This is an optimization exercise on Yosys and OpenROAD, whose aim is small area, not a production implementation.
Only simulation tests tie the RTL to the original design; equivalence was not proved.
No activity file was given, so power comes from the tool's default toggle rates.

==> run Z <==
Design DatapathSingleCycle, start of the top module:
module DatapathSingleCycle (
    input             clk,
    input             rst,
    output            halt,
    output     [31:0] pc_to_imem,
    input      [31:0] inst_from_imem,
    output     [31:0] addr_to_dmem,
    input      [31:0] load_data_from_dmem,
    output     [31:0] store_data_to_dmem,
    output     [ 3:0] store_we_to_dmem,
    input             ack_from_rsa,
    output            rsa_en,
    output            mem_en
);
  wire [31:0] inst = inst_from_imem;
  wire [ 4:0] rd   = inst[11:7];
  wire [ 2:0] f3   = inst[14:12];
  wire [ 4:0] rs1  = inst[19:15];
  wire [ 4:0] rs2  = inst[24:20];
  wire [4:0] opc = inst[6:2];
  wire is_load   = (opc == 5'b00000);
  wire is_store  = (opc == 5'b01000);
  wire is_branch = (opc == 5'b11000);
  wire is_jalr   = (opc == 5'b11001);
  wire is_jal    = (opc == 5'b11011);
  wire is_opimm  = (opc == 5'b00100);
  wire is_op     = (opc == 5'b01100);
  wire is_auipc  = (opc == 5'b00101);
  wire is_lui    = (opc == 5'b01101);
  wire is_sys    = (opc == 5'b11100);
  wire is_alu    = is_op | is_opimm;
  genvar gi;
  reg  [31:0]  pc;
  reg  [991:0] rfq;    
  assign pc_to_imem = pc;
  wire [31:1] sel1, sel2, sel_rd;
  generate
    for (gi = 1; gi < 32; gi = gi + 1) begin : dec_
      assign sel1[gi]   = (rs1 == gi);
      assign sel2[gi]   = (rs2 == gi);
      assign sel_rd[gi] = (rd == gi);
    end
  endgenerate
  wire [31:0] rs1_data, rs2_data;
  ...
Settings: LEC_CHECK=0, CAP_MARGIN=20, CORE_MARGIN=2, CORE_UTILIZATION=60, PLACE_DENSITY=0.72, SETUP_SLACK_MARGIN=0.3, SLEW_MARGIN=20, SYNTH_HIERARCHICAL=1; clock period 12.0 ns.
standard.sh (not shown) runs the stock make flow with config.mk's settings and CLKGATE_MAP_FILE= SYNTH_SCRIPT=/design/flow/synth_recipe.tcl, a recipe that flattens the netlist after the stock synthesis.
==> flow/flow/run.sh <==
#!/bin/bash
set -euo pipefail
cd "$(dirname "$0")/.."
export BUFFER_PORTS_ARGS="-buffer_cell sky130_fd_sc_hd__buf_2"
export CTS_ARGS="-sink_clustering_enable -repair_clock_nets -dont_use_dummy_load -sink_clustering_size 15 -sink_clustering_max_diameter 60 -buf_list sky130_fd_sc_hd__clkbuf_8"
bash standard.sh > standard.log 2>&1
==> run P: changes against run Z <==
==> flow/run.sh (new file) <==
#!/bin/bash
# synth_recipe.tcl (not shown) runs the flow's synth.tcl, then flattens the netlist and writes it again
# the make line also repeats each setting of config.mk as NAME=value (left out here)
make -C /OpenROAD-flow-scripts/flow DESIGN_CONFIG=/design/flow/config.mk WORK_HOME=/design/flow/orfs CLKGATE_MAP_FILE= SYNTH_SCRIPT=/design/flow/synth_recipe.tcl finish
- CORE_UTILIZATION: 60 -> 40
- PLACE_DENSITY: 0.72 -> 0.6
- SETUP_SLACK_MARGIN: 0.3 -> 0.2
removed: flow/flow/run.sh
removed: flow/standard.sh
==> impl_metrics.env <==
export IMPL_status="no timing/DRC/antenna violations"
export IMPL_drt_first_pass_iters=17
export IMPL_n_all_buffers=395
export IMPL_drive_above_1_share=0.1458
export IMPL_coreArea_um2=77080
export IMPL_crit_chain="buf_2, nand2b_1, nor2_4, buf_4, a222oi_1, nand4_1, or3_1, mux2i_1, xnor2_1, xor2_1, nand2_1, nor2_1, a21oi_2, o21ai_1, inv_1, o21ai_1, inv_1, o21ai_1, a21oi_2, xnor2_1, buf_2"
export IMPL_max_clock_freq_mhz=86.82
export IMPL_grtUsageMet1=0.6602
That was run Z.
==> impl_metrics.env <==
export IMPL_status="no timing/DRC/antenna violations"
export IMPL_cts_max_level=3
export IMPL_coreArea_um2=115700
export IMPL_place_congestion=1.018
export IMPL_max_clock_freq_mhz=85.53
export IMPL_drive_above_1_share=0.1388
export IMPL_wl_met3_mm=34.54
export IMPL_n_all_buffers=463
That was run P.

* * *

==> trial 46: inputs <==
DatapathSingleCycle again, from the RTL that the note above started with.
==> flow/design.v (excerpt) <==
module DatapathSingleCycle (
    input             clk,
    input             rst,
    output            halt,
    output     [31:0] pc_to_imem,
    input      [31:0] inst_from_imem,
    output     [31:0] addr_to_dmem,
    input      [31:0] load_data_from_dmem,
    output     [31:0] store_data_to_dmem,
    output     [ 3:0] store_we_to_dmem,
    input             ack_from_rsa,
    output            rsa_en,
    output            mem_en
);
==> flow/config.mk <==
export PLATFORM = sky130hd
export DESIGN_NAME = DatapathSingleCycle
export DESIGN_NICKNAME = DatapathSingleCycle
export VERILOG_FILES = /design/flow/design.v
export SDC_FILE = /design/flow/constraint.sdc
export NUM_CORES = 4
export LEC_CHECK = 0
export CAP_MARGIN = 20
export CORE_MARGIN = 2
export CORE_UTILIZATION = 50
export PLACE_DENSITY = 0.65
export SETUP_SLACK_MARGIN = 0.3
export SLEW_MARGIN = 20
export SYNTH_HIERARCHICAL = 1
==> flow/constraint.sdc <==
create_clock -name core_clock -period 12.0 [get_ports {clk}]
set_input_delay 2.4000 -clock core_clock [delete_from_list [all_inputs] [get_ports {clk}]]
set_output_delay 2.4000 -clock core_clock [all_outputs]
set_load 0.01 [all_outputs]
==> flow/flow/run.sh <==
#!/bin/bash
set -euo pipefail
cd "$(dirname "$0")/.."
export BUFFER_PORTS_ARGS="-buffer_cell sky130_fd_sc_hd__buf_2"
export CTS_ARGS="-sink_clustering_enable -repair_clock_nets -dont_use_dummy_load -sink_clustering_size 15 -sink_clustering_max_diameter 60 -buf_list sky130_fd_sc_hd__clkbuf_8"
bash standard.sh > standard.log 2>&1
==> build 43: changes against trial 46 <==
==> flow/flow/run.sh (replaced) <==
#!/bin/bash
set -euo pipefail
cd "$(dirname "$0")/.."
export BUFFER_PORTS_ARGS="-buffer_cell sky130_fd_sc_hd__buf_2"
export CTS_ARGS="-sink_clustering_enable -repair_clock_nets -dont_use_dummy_load -sink_clustering_size 25 -sink_clustering_max_diameter 80 -buf_list sky130_fd_sc_hd__clkbuf_16"
bash standard.sh > standard.log 2>&1
==> comparison <==
Die area is the same in trial 46 and build 43. Final area is about the same in trial 46 and build 43. Wire length: build 43 is lower than trial 46 (about 0.34%). In build 43 the clock skew is higher than in trial 46, by 0.025 ns. Area after synthesis is the same in build 43 and trial 46. Cell count: trial 46 is higher than build 43 (0.78%). Synthesized cell count is the same in trial 46 and build 43.
==> figures <==
| metric | build 43 | trial 46 |
|---|---|---|
| Share of layout cells above drive strength 1 | 14.1% | 14.8% |
| Detailed-route vias per instance | 8.25 | 8.23 |
| HP Start | rfq[944]$_DFF_P_ | rfq[244]$_DFF_P_ |
| Peak VDD IR | 0.114 mV | 0.0938 mV |
| Run status | complete, no violations | complete, no violations |
| Via count of the first global-routing pass | 43,841 | 43,989 |
| Crit path DAT | 9.19 ns | 8.89 ns |
| Cell Pwr Density | 121 nW/µm² | 119 nW/µm² |
| Final Routed Wirelength | 234 mm | 235 mm |
| Met3 Track Usage GR | 20.2% | 21.6% |
| Power, Total | 0.00638 W | 0.00631 W |
| Met1 Track Usage GR | 57.9% | 57.8% |
| Worst path max stage delay | 0.62 ns | 0.65 ns |
| Number of buffer and inverter stages on the critical path | 5 | 6 |
| Total length of routed met2 wires | 93.1 mm | 93.6 mm |

==> afterwards: timing with drivers on the ports <==
How much do the figures lean on ideal ports? The routed layouts below were timed once more, with nothing changed but the port constraints.
Step 1 (the two cells are an assumption about what drives the block):
set clk [get_ports {clk}]
set_driving_cell -lib_cell sky130_fd_sc_hd__clkbuf_16 $clk
set_driving_cell -lib_cell sky130_fd_sc_hd__buf_2 [delete_from_list [all_inputs] $clk]
Step 2 moves the port delays by t, midway between the first and last clock arrival at a register: inputs arrive t later, outputs are due t later. That takes back most of the time a late clock gives input paths.
Slacks: ideal / step 1 / step 2; pairs: ideal / step 1.
| run | t (ns) | setup WS [ns] | worst hold slack (ns) | clock arrival spread, ns | worst register clock-pin slew, ns |
|---|---|---|---|---|---|
| run Z | 0.819 | 0.482 / 0.456 / 0.456 | 0.502 / 0.502 / 0.502 | 0.112 / 0.112 | 0.10 / 0.10 |
| run P | 0.800 | 0.308 / 0.283 / 0.283 | 0.498 / 0.498 / 0.498 | 0.076 / 0.076 | 0.08 / 0.08 |
| trial 46 | 0.858 | 0.711 / 0.674 / 0.674 | 0.500 / 0.500 / 0.500 | 0.104 / 0.103 | 0.10 / 0.10 |
| build 43 | 0.733 | 0.409 / 0.371 / 0.371 | 0.500 / 0.500 / 0.500 | 0.128 / 0.128 | 0.11 / 0.11 |
After both steps every run listed still meets setup and hold. For build 43, which loses most, drivers alone change the setup slack by -0.038 ns; drivers and shift together by -0.038 ns.
